This is an optimization exercise on Yosys and OpenROAD, whose aim is small area, not a production implementation. At most, simulation tests tie the RTL to the original design; equivalence was not proved. Power figures rest on the tool's default switching activity, not on a simulated workload. The clock port is modelled as an ideal driver; clocking choices that lean on that would not hold on a real chip.

// canny_top
module canny_top #(
    parameter IMG_W = 256
)(
    input  wire        clk,
    input  wire        rst,
    input  wire [7:0]  pixel_in,
    output wire        out_valid,
    output wire [7:0]  pixel_out
);
    reg  [7:0] col;
    reg  [2:0] row;
    wire [10:0] cnt = {row, col};
    always @(posedge clk) begin
        if (rst) begin
            col <= 8'd1;
            row <= 3'd0;
        end else begin
            col <= col + 8'd1;
            if (col == 8'd255 && row != 3'd7)
                row <= row + 3'd1;
        end
    end
    reg [8*512-1:0] xc;
    always @(posedge clk)
        xc <= {xc[8*511-1:0], rst ? 8'd0 : pixel_in};    
    wire [7:0] x_bot = pixel_in;
    wire [7:0] x_mid = xc[8*256-1 -: 8];
    wire [7:0] x_top = xc[8*512-1 -: 8];
    wire [9:0]        a_new = {2'b0, x_top} + {1'b0, x_mid, 1'b0} + {2'b0, x_bot};
    wire [8:0] b_new = {1'b0, x_bot} - {1'b0, x_top};    
    reg [9:0]        a1, a2;
    reg [8:0]        b1, b2;
    always @(posedge clk) begin
        a1 <= a_new; a2 <= a1;
        b1 <= b_new; b2 <= b1;
    end
    wire [10:0] fx = {1'b0, a_new} - {1'b0, a2};
    wire [10:0] fy = {{2{b2[8]}}, b2} + {b1[8], b1, 1'b0} + {{2{b_new[8]}}, b_new};
    wire [9:0]  ax = fx[10] ? -fx[9:0] : fx[9:0];
    wire [9:0]  ay = fy[10] ? -fy[9:0] : fy[9:0];
    wire [10:0] mag = {1'b0, ax} + {1'b0, ay};
    wire        quad = fx[10] ^ fy[10];
    wire [9:0]  tan22 = (ax >> 2) + (ax >> 3) + (ax >> 5) + (ax >> 7);
    wire [10:0] d22   = {1'b0, ay} - {1'b0, tan22};    
    localparam [1:0] C_H    = 2'd0,    
                     C_D    = 2'd1,    
                     C_V    = 2'd2,    
                     C_W    = 2'd3;    
    wire [1:0] cls = d22[10]                  ? C_H :
                     (d22[9:0] < ax)          ? (quad ? C_V : C_D) :
                                                C_W;
    wire valid_s = (cnt >= 11'd514) && (col >= 8'd2);
    reg [10:0] ms;       
    reg [1:0]  zc;       
    reg [1:0]  zc_d;
    always @(posedge clk) begin
        if (rst)
            ms <= 11'd0;
  ...
For scale: ~13000 cells after synthesis, ~12000 flip-flops, ~19 I/O pins, roughly 250000 µm² of cells after synthesis.
clock: 12.0 ns
lec_check: 0
abc_area: 1
cap_margin: 60
core_margin: 2
core_utilization: 65
slew_margin: 60
standard.sh (not shown) runs the stock make flow with config.mk's settings and CLKGATE_MAP_FILE= SYNTH_SCRIPT=/design/flow/synth_recipe.tcl, a recipe that flattens the netlist after the stock synthesis.
==> flow/flow/run.sh <==
#!/bin/bash
# Standard layout (the standard.sh), with clock tree synthesis told not to
# add dummy balancing loads and to cluster up to 30 flip-flops per leaf buffer.
set -euo pipefail
export CTS_ARGS="-sink_clustering_enable -repair_clock_nets -dont_use_dummy_load -sink_clustering_size 30 -sink_clustering_max_diameter 80"
bash standard.sh > standard.log 2>&1
Next try:
==> flow/flow/run.sh (replaced) <==
#!/bin/bash
# Standard layout (the standard.sh), with clock tree synthesis told not to
# add dummy balancing loads and to cluster up to 32 flip-flops per leaf buffer.
set -euo pipefail
export CTS_ARGS="-sink_clustering_enable -repair_clock_nets -dont_use_dummy_load -sink_clustering_size 32 -sink_clustering_max_diameter 80"
bash standard.sh > standard.log 2>&1
The changed run passed the timing, design-rule and antenna checks. Synthesized area is unchanged. Maximum frequency is lower by 0.51%. Sequential cell count does not change. Setup slack got worse by 0.053 ns. Non-clock buffer count is unchanged.
Function was not checked in any run of this note: the RTL went through the layout flow alone.

========
== build 20 ==
Another version of the RTL of canny_top (not shown whole).
For scale: about 12000 cells after synthesis, ~11000 flip-flops, ~19 I/O pins, roughly 0.22 mm² of cells after synthesis.
==> flow/config.mk <==
export PLATFORM = sky130hd
export DESIGN_NAME = canny_top
export DESIGN_NICKNAME = canny_top
export VERILOG_FILES = /design/flow/design.v
export SDC_FILE = /design/flow/constraint.sdc
export NUM_CORES = 8
export LEC_CHECK = 0
export ABC_AREA = 1
export CAP_MARGIN = 20
export CORE_MARGIN = 2
export CORE_UTILIZATION = 72
export GPL_TIMING_DRIVEN = 0
export SLEW_MARGIN = 20
==> flow/constraint.sdc <==
create_clock -name core_clock -period 12.0 [get_ports {clk}]
set_input_delay 2.4000 -clock core_clock [delete_from_list [all_inputs] [get_ports {clk}]]
set_output_delay 2.4000 -clock core_clock [all_outputs]
set_load 0.01 [all_outputs]
==> flow/flow/run.sh <==
#!/bin/bash
# Standard layout (the standard.sh), with clock tree synthesis told not to
# add dummy balancing loads and to cluster up to 32 flip-flops per leaf buffer.
set -euo pipefail
export CTS_ARGS="-sink_clustering_enable -repair_clock_nets -dont_use_dummy_load -sink_clustering_size 32 -sink_clustering_max_diameter 80"
bash standard.sh > standard.log 2>&1
Build 20 failed in 3_5_place_dp with DPL-0033.
diff inputs: build 20 => build 96
- CORE_UTILIZATION now 65, was 72
--- outcome ---
Among build 96 and build 20, the run that stopped before the end is build 20, and it is the only one.
Stage in which a tool error killed build 20: 3_5_place_dp.
Number of rows in the core area (build 96 vs. build 20) increases by a few percent
Post-synthesis share of cell area spent on and, or, nand and nor gates: build 96 vs build 20 identical
Taking build 20 as the reference, in build 96 overall die height grew by 5.2%, estimated wirelength of the detail-placed design decreased by 31% relative to the old numbers, effective utilization at floorplan decreased 7.2 points.
Adder-cell share of the synthesized area: build 20 vs build 96 identical
[compare] base=build 20 new=build 96: horizontal extent of the die saw an increase; final estimated routing congestion in global placement saw a decrease.
Input-level comparison between build 52 and build 96:
==> flow/flow/run.sh <==
#!/bin/bash
# Standard layout (the standard.sh), with clock tree synthesis told not to
# add dummy balancing loads and to cluster up to 34 flip-flops per leaf buffer,
# and the port buffers made with the smallest buffer cell.
set -euo pipefail
export CTS_ARGS="-sink_clustering_enable -repair_clock_nets -dont_use_dummy_load -sink_clustering_size 34 -sink_clustering_max_diameter 80"
export BUFFER_PORTS_ARGS="-buffer_cell sky130_fd_sc_hd__buf_1"
bash standard.sh > standard.log 2>&1
Results
The fraction of area in registers of build 52 exceeds that of build 96 by 0.20 points.
In build 52, the detailed-routing wirelength on met1 came out 580 µm above the value in build 96.
From build 52 to build 96, effective utilization at floorplan did not move at all.
Number of buffers created by CTS shrinks by a few percent when moving from build 96 to build 52.
On number of gates on the worst path with buffers counted, the lower figure sits with build 96, not build 52.
Build 96: all stages complete, timing, DRC and antenna checks passed
The flow did not stop early for build 52: all stages ran, and the layout cleared the timing, design-rule and antenna checks.
Against build 96, wire length of the first global-routing pass in build 52 rose by a few percent.
The data arrival time of the worst path in build 52 sits 0.06 ns above the value recorded for build 96.
Build 52 vs. build 96: wire length per cell after detailed routing went up by 2.7%.
Comparing build 96 and build 52, the lower minimum clock period was measured on build 96.

========
canny_top, a different RTL version from the one above (not shown whole).
Size in the first run: roughly 12000 cells after synthesis, roughly 11000 flip-flops, about 19 I/O pins, roughly 230000 um2 of cells after synthesis.
Design canny_top, start of the top module:
module canny_top #(
    parameter IMG_W = 256
)(
    input  wire        clk,
    input  wire        rst,
    input  wire [7:0]  pixel_in,
    output wire        out_valid,
    output wire [7:0]  pixel_out
);
Settings: LEC_CHECK=0, ABC_AREA=1, CAP_MARGIN=5, CORE_MARGIN=2, CORE_UTILIZATION=65, SLEW_MARGIN=5; clock period 12.0 ns.
==> flow/flow/run.sh <==
#!/bin/bash
# Standard layout (the standard.sh), with clock tree synthesis told not to
# add dummy balancing loads and to cluster up to 32 flip-flops per leaf buffer.
set -euo pipefail
export CTS_ARGS="-sink_clustering_enable -repair_clock_nets -dont_use_dummy_load -sink_clustering_size 32 -sink_clustering_max_diameter 80"
bash standard.sh > standard.log 2>&1
Then changed:
- CAP_MARGIN: 5 -> 60
- SLEW_MARGIN: 5 -> 60
=> Via count stays flat. Routed wire length fell by 0.52%. Global-route usage stays flat. Worst setup slack gets better by 0.10 ns.

========
== alpha ==
canny_top, a different RTL version from the one above (not shown whole).
For scale: ~12000 cells after synthesis, roughly 11000 flip-flops, ~19 I/O pins, ~230000 um2 of cells after synthesis.
export LEC_CHECK = 0
export ABC_AREA = 1
export CAP_MARGIN = 60
export CORE_MARGIN = 2
export CORE_UTILIZATION = 65
export SLEW_MARGIN = 60
create_clock -name core_clock -period 12.0 [get_ports {clk}]
Scripts as last shown in full above: flow/flow/run.sh
alpha completed every stage of the flow, and the final layout passed the timing, design-rule and antenna checks.
Input-level comparison between beta and alpha:
# alpha
export LEC_CHECK = 0
export ABC_AREA = 1
export CAP_MARGIN = 60
export CORE_MARGIN = 2
export CORE_UTILIZATION = 65
export SLEW_MARGIN = 60
create_clock -name core_clock -period 12.0 [get_ports {clk}]
# beta
export LEC_CHECK = 0
export ABC_AREA = 1
export CAP_MARGIN = 20
export CORE_MARGIN = 2
export CORE_UTILIZATION = 65
export GPL_TIMING_DRIVEN = 0
export SLEW_MARGIN = 20
create_clock -name core_clock -period 12.0 [get_ports {clk}]
Comparing the two runs side by side, beta comes out behind alpha on final critical-path setup slack.
Measured against each other, beta and alpha differ in clock share of power, the higher figure coming from beta.
Taking alpha as the reference, in beta portion of the layout cell area used by non-clock buffers decreased 0.21 points, combinational share of power decreased 0.3 points.
There was hardly any difference in utilization between alpha and beta.
Function was not checked in any run of this note: the RTL went through the layout flow alone.

========
## maple
canny_top, a different RTL version from the one above (not shown whole).
For scale: roughly 10000 flip-flops.
## canny_top
module canny_top #(
    parameter IMG_W = 256
)(
    input  wire        clk,
    input  wire        rst,
    input  wire [7:0]  pixel_in,
    output wire        out_valid,
    output wire [7:0]  pixel_out
);
export LEC_CHECK = 0
export ABC_AREA = 1
export CAP_MARGIN = 20
export CORE_MARGIN = 2
export CORE_UTILIZATION = 65
export GPL_TIMING_DRIVEN = 0
export SLEW_MARGIN = 20
create_clock -name core_clock -period 12.0 [get_ports {clk}]
==> flow/flow/run.sh <==
#!/bin/bash
# Standard layout (the standard.sh), with clock tree synthesis told not to
# add dummy balancing loads and to cluster up to 32 flip-flops per leaf buffer,
# and the port buffers made with the smallest buffer cell.
set -euo pipefail
export CTS_ARGS="-sink_clustering_enable -repair_clock_nets -dont_use_dummy_load -sink_clustering_size 32 -sink_clustering_max_diameter 80"
export BUFFER_PORTS_ARGS="-buffer_cell sky130_fd_sc_hd__buf_1"
bash standard.sh > standard.log 2>&1
maple: PASS, flow complete, no timing, DRC or antenna violations
diff inputs: maple => oak
- GPL_ROUTABILITY_DRIVEN now 0, previously not set
==> flow/flow/run.sh <==
#!/bin/bash
# Standard layout (the standard.sh), with clock tree synthesis told not to
# add dummy balancing loads and to cluster up to 36 flip-flops per leaf buffer,
# and the port buffers made with the smallest buffer cell.
set -euo pipefail
export CTS_ARGS="-sink_clustering_enable -repair_clock_nets -dont_use_dummy_load -sink_clustering_size 36 -sink_clustering_max_diameter 80"
export BUFFER_PORTS_ARGS="-buffer_cell sky130_fd_sc_hd__buf_1"
bash standard.sh > standard.log 2>&1
Notes after the runs:
- Of the two values seen for end point of the critical path, zu0[0] was produced by maple and zu0[1] by oak.
- Of oak and maple, oak shows the lower post-route met1 wirelength, with maple above it.
- Taking maple as the reference, in oak buffers inserted during post-CTS setup optimization lower; average instance area after synthesis did not really move; via count rose 244.

## afterwards: timing with drivers on the ports
How much do the figures lean on ideal ports? The routed layouts below were timed once more, with nothing changed but the port constraints. Step 1 sets driving cells, clkbuf_16 on the clock port and buf_2 on the other inputs (assumed; they add their load-dependent delay and slew). Step 2 adds t to the input delays and takes it off the output delays; t is the mean of the earliest and latest rising clock arrival at the registers after step 1. Input paths then give back, and output paths get back, about the clock's delay inside the block. Slacks: no drivers / after step 1 / after step 2; pairs: no drivers / after step 1.
run	t (ns)	setup slack, ns	worst register clock-pin slew, ns	worst slew at a driven data input, ns	pins driven straight from the clock port
the first run of note 1	1.020	1.635 / 1.690 / 0.670	0.11 / 0.11	0.19	1
the second run of note 1	0.997	1.582 / 1.640 / 0.643	0.11 / 0.11	0.20	1
build 96	0.996	0.493 / 0.493 / 0.493	0.12 / 0.12	0.23	1
build 52	0.987	0.469 / 0.469 / 0.469	0.12 / 0.12	0.25	1
the first run of note 3	0.988	0.443 / 0.513 / -0.475	0.12 / 0.12	0.05	1
the second run of note 3	0.987	0.547 / 0.610 / -0.377	0.11 / 0.11	0.04	1
alpha	0.984	0.542 / 0.607 / -0.377	0.11 / 0.11	0.08	1
beta	0.988	0.333 / 0.386 / -0.602	0.12 / 0.12	0.30	1
maple	0.981	0.610 / 0.610 / 0.610	0.11 / 0.11	0.25	1
oak	0.978	0.455 / 0.455 / 0.455	0.12 / 0.12	0.27	1
With both steps, setup timing fails in the first run of note 3, the second run of note 3, alpha and beta, where it was met with ideal ports. For the first run of note 1, which loses most, drivers alone change the setup slack by +0.055 ns; drivers and shift together by -0.965 ns.
